What follows belongs to an exercise in optimizing a design on an open flow for small area; a production flow would make more cautious choices.
Only simulation tests tie the RTL to the original design; equivalence was not proved.
Power is estimated from default activity; no workload was simulated.

==> inputs of v10 <==
==> flow/design.v <==
module MIPS(
    clk,
    rst_n,
    in_valid,
    instruction,
    out_valid,
    instruction_fail,
    out_0,
    out_1,
    out_2,
    out_3,
    out_4,
    out_5
);
input clk;
input rst_n;
input in_valid;
input [31:0] instruction;
output logic out_valid, instruction_fail;
output logic [15:0] out_0, out_1, out_2, out_3, out_4, out_5;
logic in_valid_1, in_valid_2, in_valid_3;
logic [31:0] instruction_reg;
always_ff @(negedge rst_n, posedge clk) begin
    if (~rst_n) begin
        in_valid_1 <= 0;
    end
    else begin
        if (in_valid) begin
            instruction_reg <= instruction;
        end
        in_valid_1 <= in_valid;
    end
end
logic [1:0] opcode_comb, opcode_reg;
logic [2:0] func_comb, func_reg;
logic [15:0] value_rs_comb, value_rs_reg;
logic [15:0] value_rt_comb, value_rt_reg;
logic [4:0] dest_comb, dest_reg;
logic [4:0] dest_reg_1;
logic [15:0] immediate_comb;
logic [5:0] shamt_comb, shamt_reg;
logic [15:0] result_comb, result_reg;
logic [15:0] add_reg;
assign shamt_comb = instruction_reg[10:6];
assign immediate_comb = instruction_reg[15:0];
always_comb begin
    if (instruction_reg[31:26] == 6'd0) begin
        case (instruction_reg[5:0])
            6'b100100: func_comb = 1;
            6'b100101: func_comb = 2;
            6'b100111: func_comb = 3;
            6'b000000: func_comb = 4;
            6'b000010: func_comb = 5;
            default: func_comb = 0;
        endcase
    end
    else begin
        func_comb = 0;
    end
end
always_comb begin
    case (instruction_reg[31:26])
        6'b000000: opcode_comb = 0;
        default: opcode_comb = 1;
    endcase
end
always_comb begin
    if (dest_reg_1 == instruction_reg[25:21]) value_rs_comb = result_reg;
    else begin
        case (instruction_reg[25:21])
            5'b10001: value_rs_comb = out_0;
            5'b10010: value_rs_comb = out_1;
            5'b01000: value_rs_comb = out_2;
            5'b10111: value_rs_comb = out_3;
            5'b11111: value_rs_comb = out_4;
            5'b10000: value_rs_comb = out_5;
            default: value_rs_comb = 16'd0;
        endcase
    end
end
always_comb begin
    if (dest_reg_1 == instruction_reg[20:16]) value_rt_comb = result_reg;
    else begin
        case (instruction_reg[20:16])
            5'b10001: value_rt_comb = out_0;
            5'b10010: value_rt_comb = out_1;
            5'b01000: value_rt_comb = out_2;
            5'b10111: value_rt_comb = out_3;
            5'b11111: value_rt_comb = out_4;
            5'b10000: value_rt_comb = out_5;
            default: value_rt_comb = 16'd0;
        endcase
    end
end
always_comb begin
    case (instruction_reg[31:26])
        6'b000000: begin
            dest_comb = instruction_reg[15:11];
        end
        6'b001000: begin
            dest_comb = instruction_reg[20:16];
        end
        default: begin
            dest_comb = 0;
        end
    endcase
end
always_ff @ (posedge clk, negedge rst_n) begin
    if (~rst_n) begin
        in_valid_2 <= 0;
    end
    else begin
        if (in_valid_1) begin
            value_rs_reg <= value_rs_comb;
            value_rt_reg <= value_rt_comb;
            dest_reg <= dest_comb;
            add_reg <= (opcode_comb == 0) ? value_rt_comb : immediate_comb;
            func_reg <= func_comb;
            opcode_reg <= opcode_comb;
            shamt_reg <= shamt_comb;
        end
        in_valid_2 <= in_valid_1;
    end
end
always_comb begin
    case (func_reg)
        6'd0: result_comb = value_rs_reg + add_reg;
        6'd1: result_comb = value_rs_reg & value_rt_reg;
        6'd2: result_comb = value_rs_reg | value_rt_reg;
        6'd3: result_comb = ~(value_rs_reg | value_rt_reg);
        6'd4: result_comb = value_rt_reg << shamt_reg;
        6'd5: result_comb = value_rt_reg >> shamt_reg;
        default: result_comb = 16'd0;
    endcase
end
always_ff @ (negedge rst_n, posedge clk) begin
    if (~rst_n) begin
        in_valid_3 <= 0;
        result_reg <= 0;
    end
    else begin
        if (in_valid_2) begin
            result_reg <= result_comb;
            dest_reg_1 <= dest_reg;
        end
        in_valid_3 <= in_valid_2;
    end
end
always_ff @ (negedge rst_n, posedge clk) begin
    if (~rst_n) begin
        out_valid <= 0;
        instruction_fail <= 0;
        out_0 <= 0;
        out_1 <= 0;
        out_2 <= 0;
        out_3 <= 0;
        out_4 <= 0;
        out_5 <= 0;
    end
    else if (in_valid_3) begin
        out_valid <= 1;
        case (dest_reg_1)
            5'b10001: begin
                out_0 <= result_reg;
                instruction_fail <= 0;
            end
            5'b10010: begin
                out_1 <= result_reg;
                instruction_fail <= 0;
            end
            5'b01000: begin
                out_2 <= result_reg;
                instruction_fail <= 0;
            end
            5'b10111: begin
                out_3 <= result_reg;
                instruction_fail <= 0;
            end
            5'b11111: begin
                out_4 <= result_reg;
                instruction_fail <= 0;
            end
            5'b10000: begin
                out_5 <= result_reg;
                instruction_fail <= 0;
            end
            default: instruction_fail <= 1;
        endcase
    end
    else begin
        out_0 <= 0;
        out_1 <= 0;
        out_2 <= 0;
        out_3 <= 0;
        out_4 <= 0;
        out_5 <= 0;
        out_valid <= in_valid_3;
    end
end
endmodule
==> flow/run.sh <==
#!/bin/bash
# synth_recipe.tcl (not shown) runs the flow's synth.tcl, then flattens the netlist and writes it again
# the make line also repeats each setting of config.mk as NAME=value (left out here)
make -C /OpenROAD-flow-scripts/flow DESIGN_CONFIG=/design/flow/config.mk WORK_HOME=/design/flow/orfs CLKGATE_MAP_FILE= SYNTH_SCRIPT=/design/flow/synth_recipe.tcl finish
==> flow/config.mk <==
export PLATFORM = sky130hd
export DESIGN_NAME = MIPS
export DESIGN_NICKNAME = MIPS
export VERILOG_FILES = /design/flow/design.v
export SDC_FILE = /design/flow/constraint.sdc
export NUM_CORES = 4
export LEC_CHECK = 0
export CAP_MARGIN = 20
export CORE_MARGIN = 2
export CORE_UTILIZATION = 40
export SLEW_MARGIN = 20
==> flow/constraint.sdc <==
create_clock -name core_clock -period 5.0 [get_ports {clk}]
set_input_delay 1.0000 -clock core_clock [delete_from_list [all_inputs] [get_ports {clk}]]
set_output_delay 1.0000 -clock core_clock [all_outputs]
set_load 0.01 [all_outputs]
==> inputs of v11, as changes to v10 <==
==> flow/design.v (replaced) <==
module MIPS(
    clk,
    rst_n,
    in_valid,
    instruction,
    out_valid,
    instruction_fail,
    out_0,
    out_1,
    out_2,
    out_3,
    out_4,
    out_5
);
input clk;
input rst_n;
input in_valid;
input [31:0] instruction;
output logic out_valid, instruction_fail;
output logic [15:0] out_0, out_1, out_2, out_3, out_4, out_5;
logic in_valid_1, in_valid_2, in_valid_3;
logic [31:0] ir;
always_ff @(posedge clk) ir <= instruction;
always_ff @(negedge rst_n, posedge clk) begin
    if (~rst_n) begin
        in_valid_1 <= 0;
        in_valid_2 <= 0;
        in_valid_3 <= 0;
    end
    else begin
        in_valid_1 <= in_valid;
        in_valid_2 <= in_valid_1;
        in_valid_3 <= in_valid_2;
    end
end
logic [15:0] result_reg;
logic [4:0]  dest_reg_1;
logic        p_valid;      
function automatic logic [15:0] read_reg(input logic [4:0] r);
    if (p_valid && dest_reg_1 == r) read_reg = result_reg;
    else begin
        case (r)
            5'b10001: read_reg = out_0;
            5'b10010: read_reg = out_1;
            5'b01000: read_reg = out_2;
            5'b10111: read_reg = out_3;
            5'b11111: read_reg = out_4;
            5'b10000: read_reg = out_5;
            default:  read_reg = 16'd0;
        endcase
    end
endfunction
logic [15:0] rs_v, rt_v, b_v, sum, shin, shout, res_comb;
logic [4:0]  dest_comb;
logic [4:0]  shamt;
logic        is_r, srl;
assign rs_v  = read_reg(ir[25:21]);
assign rt_v  = read_reg(ir[20:16]);
assign shamt = ir[10:6];
assign is_r  = (ir[31:26] == 6'd0);
assign srl   = ir[1];
assign b_v = is_r ? rt_v : ir[15:0];
assign sum = rs_v + b_v;
always_comb begin
    for (int i = 0; i < 16; i++) shin[i] = srl ? rt_v[15-i] : rt_v[i];
end
assign shout = shin << shamt;
always_comb begin
    if (is_r) begin
        case (ir[5:0])
            6'b100100: res_comb = rs_v & rt_v;
            6'b100101: res_comb = rs_v | rt_v;
            6'b100111: res_comb = ~(rs_v | rt_v);
            6'b000000: res_comb = shout;
            6'b000010: for (int i = 0; i < 16; i++) res_comb[i] = shout[15-i];
            default:   res_comb = sum;
        endcase
    end
    else begin
        res_comb = sum;
    end
end
always_comb begin
    case (ir[31:26])
        6'b000000: dest_comb = ir[15:11];
        6'b001000: dest_comb = ir[20:16];
        default:   dest_comb = 5'd0;
    endcase
end
logic [15:0] res2;
logic [4:0]  dest2;
always_ff @(posedge clk) begin
    res2  <= res_comb;
    dest2 <= dest_comb;
end
always_ff @(posedge clk) begin
    if (in_valid_2) begin
        result_reg <= res2;
        dest_reg_1 <= dest2;
    end
end
always_ff @(negedge rst_n, posedge clk) begin
    if (~rst_n) p_valid <= 0;
    else if (in_valid_2) p_valid <= 1;
end
always_ff @ (negedge rst_n, posedge clk) begin
    if (~rst_n) begin
        out_valid <= 0;
        instruction_fail <= 0;
        out_0 <= 0;
        out_1 <= 0;
        out_2 <= 0;
        out_3 <= 0;
        out_4 <= 0;
        out_5 <= 0;
    end
    else if (in_valid_3) begin
        out_valid <= 1;
        case (dest_reg_1)
            5'b10001: begin out_0 <= result_reg; instruction_fail <= 0; end
            5'b10010: begin out_1 <= result_reg; instruction_fail <= 0; end
            5'b01000: begin out_2 <= result_reg; instruction_fail <= 0; end
            5'b10111: begin out_3 <= result_reg; instruction_fail <= 0; end
            5'b11111: begin out_4 <= result_reg; instruction_fail <= 0; end
            5'b10000: begin out_5 <= result_reg; instruction_fail <= 0; end
            default:  instruction_fail <= 1;
        endcase
    end
    else begin
        out_0 <= 0;
        out_1 <= 0;
        out_2 <= 0;
        out_3 <= 0;
        out_4 <= 0;
        out_5 <= 0;
        out_valid <= 0;
    end
end
endmodule
Settings changed: ABC_AREA set to 1.
==> comparison table <==
Result of the run: v11 finished clean; v10 finished clean
Number of vias after detailed routing: v11 11100; v10 10800
Capture endpoint of the worst hold path: v11 in_valid_2$_DFF_PN0_; v10 dest_reg_1[0]$_DFFE_PP_
Width of the die: v11 165 um; v10 182 um
Cells after synthesis: v11 1468; v10 1263
Minimum setup slack in the final design: v11 0.804 ns; v10 2.01 ns
Sum of met3 wire segment lengths after detailed routing: v11 3690 um; v10 3530 um
Met2 Usage GRT: v11 50.8%; v10 39.1%
Overall die height: v11 165 um; v10 182 um
Final clock-cell share: v11 4.62%; v10 5.11%
Fraction of power spent switching nets: v11 31.6%; v10 25.1%
Initial core utilization: v11 40.3%; v10 40.4%
Inserted tap cell count: v11 335; v10 402
Multiplexer share of the synthesized area: v11 0%; v10 10.9%
Area leader, netlist: v11 dfrtp_1; v10 edfxtp_1
Comb power frac: v11 16.0%; v10 7.6%
Area fraction in and, or, nand and nor cells after synthesis: v11 32.6%; v10 16.9%
Minimum setup slack among reg-to-reg paths: v11 0.80 ns; v10 2.01 ns
Area growth syn-to-layout: v11 22.3%; v10 18.2%
Number of instances in the placed design: v11 1900; v10 1713
Critical Path End: v11 res2[12]$_DFF_P_; v10 result_reg[8]$_DFFE_PN0P_
FF+latch count, synth: v11 176; v10 215
Post-layout net count: v11 1637; v10 1388

## re-timing with driven ports
In the flow no input, the clock included, has a driving cell. The finished layouts below were timed again as built, in two steps.
Step 1 (the two cells are an assumption about what drives the block):
set clk [get_ports {clk}]
set_driving_cell -lib_cell sky130_fd_sc_hd__clkbuf_16 $clk
set_driving_cell -lib_cell sky130_fd_sc_hd__buf_2 [delete_from_list [all_inputs] $clk]
Step 2 also shifts input and output timing later by t, the mid clock arrival at the registers, as if the neighbouring blocks saw the same clock.
Slacks: ideal / step 1 / step 2; pairs: ideal / step 1.
run	shift t [ns]	slack for setup (ns)	worst setup path at the end	latest minus earliest clock arrival (ns)
v10	0.571	2.007 / 2.007 / 2.007	register to register	0.008 / 0.008
v11	0.483	0.804 / 0.804 / 0.804	register to register	0.015 / 0.016
After both steps every run listed still meets setup and hold.
